Background: an optimization exercise with open tools, aiming at small area, a short achievable clock period and few clock cycles per item. Do not read the settings as production practice.
Power is estimated from default activity; no workload was simulated.

## norm5_unit
module norm5_unit #(
    parameter DIMENSIONS    = 5,
    parameter DATA_WIDTH    = 32,
    parameter CORDIC_WIDTH  = 38,
    parameter CORDIC_STAGES = 16,
    parameter ANGLE_WIDTH   = 16
)(
    input                              clk,
    input                              nreset,
    input                              start,
    input  [DIMENSIONS*DATA_WIDTH-1:0] w_in,
    output [DIMENSIONS*DATA_WIDTH-1:0] w_out,
    output                             done
);
Size in the first run: ~2700 cells after synthesis, roughly 280 flip-flops.
==> flow/config.mk <==
export PLATFORM = sky130hd
export DESIGN_NAME = norm5_unit
export DESIGN_NICKNAME = norm5_unit
export VERILOG_FILES = /design/flow/design.v
export SDC_FILE = /design/flow/constraint.sdc
export NUM_CORES = 8
export LEC_CHECK = 0
export CAP_MARGIN = 20
export CORE_MARGIN = 2
export CORE_UTILIZATION = 40
export SETUP_SLACK_MARGIN = 5
export SLEW_MARGIN = 20
==> flow/constraint.sdc <==
create_clock -name core_clock -period 10.0 [get_ports {clk}]
set_input_delay 2.0000 -clock core_clock [delete_from_list [all_inputs] [get_ports {clk}]]
set_output_delay 2.0000 -clock core_clock [all_outputs]
set_load 0.01 [all_outputs]
standard.sh (not shown) runs the stock make flow with config.mk's settings and CLKGATE_MAP_FILE= SYNTH_SCRIPT=/design/flow/synth_recipe.tcl, a recipe that flattens the netlist after the stock synthesis.
==> flow/flow/run.sh <==
#!/bin/bash
# The standard layout (standard.sh), with the port buffers made of the smallest
# buffer cell (sky130_fd_sc_hd__buf_1) and the timing repair aimed 5.75 ns below the period.
set -euo pipefail
sed -e 's|"\${@:-finish}"|BUFFER_PORTS_ARGS="-buffer_cell sky130_fd_sc_hd__buf_1" "${@:-finish}"|' \
    -e 's|SETUP_SLACK_MARGIN=[0-9.]*|SETUP_SLACK_MARGIN=5.75|' standard.sh > standard_mod.sh
grep -q BUFFER_PORTS_ARGS standard_mod.sh
bash standard_mod.sh > standard.log 2>&1
Next try:
--- a/flow/design.v
+++ b/flow/design.v
@@ -392,23 +392,22 @@
             ysh[b] = 1'b0; xsh[b] = 1'b0;
             for (k = 0; k < 4; k = k + 1) begin
                 ysh[b] = ysh[b] | (yh[k] & ~zy & yt[(b + 4 * k > W - 1) ? W - 1 : b + 4 * k]);
                 xsh[b] = xsh[b] | (xh[k] & ~zx & xt[(b + 4 * k > W - 1) ? W - 1 : b + 4 * k]);
             end
         end
     end
     wire xstep = st_v | st_r;
     wire nx_step = st_a1 | st_vb | (st_v & ~(i == 4'd15) & ~v4e) |
                    st_r1m | (st_rb & (p != 2'd3)) | (st_r & (i != 4'd15));
     wire [W-1:0] xA = xstep ? X :
-                      (st_idle | st_a1 | st_va | st_vb) ? ld :
                       st_r1m ? X2 :
                       st_ra ? Y :                    
                       {W{1'b0}};                     
     wire [W-1:0] yA = xstep ? Y :
                       st_r1m ? Y2 :
                       (st_vb | st_rb | st_rc) ?
                           {cpa ^ {CW{st_rb & nn & (p != 2'd3)}}, {6{st_rb & nn & (p != 2'd3)}}} :
                       {W{1'b0}};                     
     wire [W:0] xs = {xA, 1'b1} + {ysh ^ {W{inx}}, cnx};
     wire [W:0] ys = {yA, 1'b1} + {xsh ^ {W{iny}}, cny};
     wire [W-1:0] xa = xs[W:1];
@@ -416,23 +415,23 @@
     wire [W-1:0] tin = X;
     wire [W-1:0] ra, rb;
     gain_comp_rows u_gc (.v(tin), .ra(ra), .rb(rb));
     always @(posedge clk) begin
         RA <= ra;
         RB <= rb;
     end
     wire [W-1:0]  cs  = RA + RB;
     wire [CW-1:0] cpa = cs[W-1:6];                 
     wire nn = (p == 2'd0) ? T3[0] : (p == 2'd1) ? T2[0] : n1;
     always @(posedge clk) begin
-        X <= xa;
+        X <= (st_idle | st_a1 | st_va | st_vb) ? ld : xa;      
         Y <= ya;
         if (st_idle | st_a1 | st_va) f <= wsel[31];
         else if (st_rb) f <= nn;
         if (st_a1) begin qf <= w1[31] ^ w2[31]; n1 <= w1[31]; end
         else if (st_va) qf <= wsel[31];
         if (st_idle) zf <= ~|w_in;
     end
     always @(posedge clk) ysg <= ya[W-1];
     wire [15:0] Tnext = (p == 2'd0) ? T3 : (p == 2'd1) ? T2 : T1[15:0];    
     reg  nd;
     always @(*) begin
=>
- The changed run finished clean
- via count drops by 0.34%
- non-clock buffer count drops by 31
- worst setup slack improves by 1.1 ns
- first-iteration DRC count drops by 7.0%
- design area drops by 0.99%
- sequential power hardly moves
- global-route usage drops by 0.34 points
- routed wire length drops by 0.38%
- area after synthesis is about the same
No run of this note included a check of the RTL's function; only the layout flow was run.

==> static timing again, ports no longer ideal <==
How much do the figures lean on ideal ports? The routed layouts below were timed once more, with nothing changed but the port constraints.
Step 1, drivers: a clkbuf_16 drives clk and a buf_2 each remaining input, both assumed.
Step 2 adds t to the input delays and takes it off the output delays; t is the mean of the earliest and latest rising clock arrival at the registers after step 1. Input paths then give back, and output paths get back, about the clock's delay inside the block.
Slacks: ideal / step 1 / step 2; pairs: ideal / step 1.
run	t (ns)	setup WS [ns]	worst setup path after step 2
the first run	0.610	4.468 / 4.505 / 3.895	input to register
the second run	0.633	5.600 / 5.600 / 5.567	input to register
After both steps setup and hold are still met in every run listed. The setup slack of the first run, which loses most, moves by +0.037 ns with the drivers and by -0.573 ns with both steps.
